What follows belongs to an exercise in optimizing a design on an open flow for small area and a short achievable clock period; a production flow would make more cautious choices.
Function was checked by simulation only, so behaviour that the tests miss may differ from the original.
Power is estimated from default activity; no workload was simulated.

Setup of build 60:
Design PEarray, start of the top module:
module PEarray #(
    parameter integer DATA_WIDTH = 8,
    parameter integer PE_CHANNEL = 8,
    parameter integer PE_DIM = 8
) (
    input clk,
    input rst_n,
    input [2 : 0] mode_ctrl,
    input weight_clr,
    input [DATA_WIDTH * PE_DIM - 1:0] data_in,
    input [DATA_WIDTH * PE_CHANNEL - 1:0] weight_in,
    output [DATA_WIDTH * PE_CHANNEL - 1:0] res_out
);
==> flow/config.mk <==
export PLATFORM = sky130hd
export DESIGN_NAME = PEarray
export DESIGN_NICKNAME = PEarray
export VERILOG_FILES = /design/flow/design.v
export SDC_FILE = /design/flow/constraint.sdc
export NUM_CORES = 4
export LEC_CHECK = 0
export CAP_MARGIN = 20
export CORE_MARGIN = 2
export CORE_UTILIZATION = 55
export CTS_BUF_LIST = sky130_fd_sc_hd__clkbuf_8
export SETUP_SLACK_MARGIN = 3.0
export SLEW_MARGIN = 20
==> flow/constraint.sdc <==
create_clock -name core_clock -period 8.0 [get_ports {clk}]
set_input_delay 1.6000 -clock core_clock [delete_from_list [all_inputs] [get_ports {clk}]]
set_output_delay 1.6000 -clock core_clock [all_outputs]
set_load 0.01 [all_outputs]
standard.sh (not shown) runs the stock make flow with config.mk's settings and CLKGATE_MAP_FILE= SYNTH_SCRIPT=/design/flow/synth_recipe.tcl, a recipe that flattens the netlist after the stock synthesis.
==> flow/flow/run.sh <==
#!/bin/bash
# Layout flow: the standard flow (standard.sh, unchanged synthesis and steps), except that
# the port buffers that global placement inserts on every input and output are
# sky130_fd_sc_hd__buf_4 cells instead of the default cell chosen by buffer_ports, so that the
# timing repair can resize them (sky130hd only resizes a cell within its own footprint).
set -euo pipefail
export BUFFER_PORTS_ARGS="-buffer_cell sky130_fd_sc_hd__buf_4"
bash standard.sh finish > standard.log 2>&1
> inputs changed (build 60 -> build 87)
Settings: a deleted CTS_BUF_LIST that had been sky130_fd_sc_hd__clkbuf_8.
Notes after the runs:
Build 87: done, clean on timing, DRC and antenna. Relative to build 60, the met3 layer wire length in the routed design measured on build 87 has increased by a few percent. Lower overall power consumption goes to build 60 over build 87. Level count of the clock H-tree, build 87 and build 60: lower on build 87. Delta (build 87 minus build 60): setup fix buffers added after clock tree synthesis grew by 54, clock latency on the worst-skew pair fell by 0.15 ns, post-layout worst setup margin went down by 0.12 ns. Across both runs, TritonCTS buffer count was lower for build 87 than for build 60. Looking only at global-route usage, and setting everything else aside, the higher value of build 87 and build 60 goes to build 87.
For build 89, these inputs were changed with respect to build 87:
Settings: CORE_UTILIZATION now 40, was 55.
Notes after the runs:
Worst-case clock skew was lower in the run labelled build 87. Compared with build 87, in build 89 fmax was more or less identical; area growth from synthesis to final layout went up by 1.9 points; setup slack went down by 0.011 ns; peak supply drop went down by 22%; clock-buffer cell count went up by 21. Build 89 packs its core more loosely than build 87. The lower cell depth of the worst setup path came out of build 89. Compared build 89 against build 87; part of the cycle the worst path needs within noise. In the flow results for build 89 and build 87, the count of non-filler cells in the finished layout is larger on build 89. The global-route usage of build 89 falls short of that of build 87 by 11 points.
The following lists how build 6 was set up differently from build 89:
Settings: CORE_UTILIZATION changed from 40 to 65.
==> comparison <==
Build 6 ends up with lower number of buffers added by the clock tree synthesis step than build 89 does. Against build 89, build 6 comes in about 10% higher on maximum number of pins on one net before global-route repair. | total power | build 6 vs build 89 | 1.4% lower |. Compared with build 89, in build 6 starting utilization of the core area shows an increase of 25 points, met2 layer wire length in the routed design shows a reduction of about 8%, part of the total power dissipated in combinational logic shows an increase of 0.3 points.
[inputs] build 83 vs build 6
Settings: CORE_UTILIZATION: 65 -> 40.
==> flow/run.sh (new file) <==
#!/bin/bash
# synth_recipe.tcl (not shown) runs the flow's synth.tcl, then flattens the netlist and writes it again
# the make line also repeats each setting of config.mk as NAME=value (left out here)
make -C /OpenROAD-flow-scripts/flow DESIGN_CONFIG=/design/flow/config.mk WORK_HOME=/design/flow/orfs CLKGATE_MAP_FILE= SYNTH_SCRIPT=/design/flow/synth_recipe.tcl finish
removed: flow/flow/run.sh
removed: flow/standard.sh
Notes after the runs:
- Delta (build 83 minus build 6): clock latency on the worst-skew pair now larger; antenna cell count now larger; count of placed standard cells in the final layout, fillers left out now larger; setup skew after layout now larger; area of the multi-input gates now larger.

* * *

PEarray, a different RTL version from the one above (not shown whole).
Size: roughly 16,000 cells after synthesis, roughly 150,000 um^2 of cells after synthesis.
export LEC_CHECK = 0
export CAP_MARGIN = 20
export CORE_MARGIN = 2
export CORE_UTILIZATION = 40
export SETUP_SLACK_MARGIN = 2
export SLEW_MARGIN = 20
create_clock -name core_clock -period 8.0 [get_ports {clk}]
run.sh (not shown) runs the stock make flow with config.mk's settings and CLKGATE_MAP_FILE= SYNTH_SCRIPT=/design/flow/synth_recipe.tcl, a recipe that flattens the netlist after the stock synthesis.
Stock flow here: none of the scripts above is used.
The first run produced a clean layout.
Edit:
SETUP_SLACK_MARGIN = unset   (was 2)
Result:
- utilization falls by 1.9 points
- fmax falls by 12%
- area after synthesis is unchanged
- synthesized cell count does not change

re-timing with driven ports:
No port has a modelled driver above. Below, the same layouts with a new extraction and two added sets of constraints.
Step 1 sets driving cells, clkbuf_16 on the clock port and buf_2 on the other inputs (assumed; they add their load-dependent delay and slew).
Step 2, shift: input delay + t, output delay - t, t = (earliest + latest rising clock arrival at the registers) / 2. This alone moves slack from input paths to output paths.
Three values: no drivers, after step 1, after step 2; two values: the first two.
| run | t (ns) | setup WS [ns] | worst slew at a driven data input, ns |
|---|---|---|---|
| build 60 | 1.193 | 2.934 / 2.224 / 1.031 | 0.98 |
| build 87 | 1.043 | 2.811 / 2.200 / 1.157 | 0.89 |
| build 89 | 1.051 | 2.801 / 2.235 / 1.184 | 0.90 |
| build 6 | 1.008 | 2.783 / 2.148 / 1.140 | 0.96 |
| build 83 | 1.055 | 2.702 / 2.325 / 1.270 | 0.60 |
| the first run of note 2 | 0.980 | 2.025 / 1.380 / 0.400 | 0.95 |
| the second run of note 2 | 0.980 | 1.205 / 1.218 / 0.238 | 0.16 |
After both steps setup and hold are still met in every run listed. The setup slack of build 60, which loses most, moves by -0.710 ns with the drivers and by -1.903 ns with both steps.
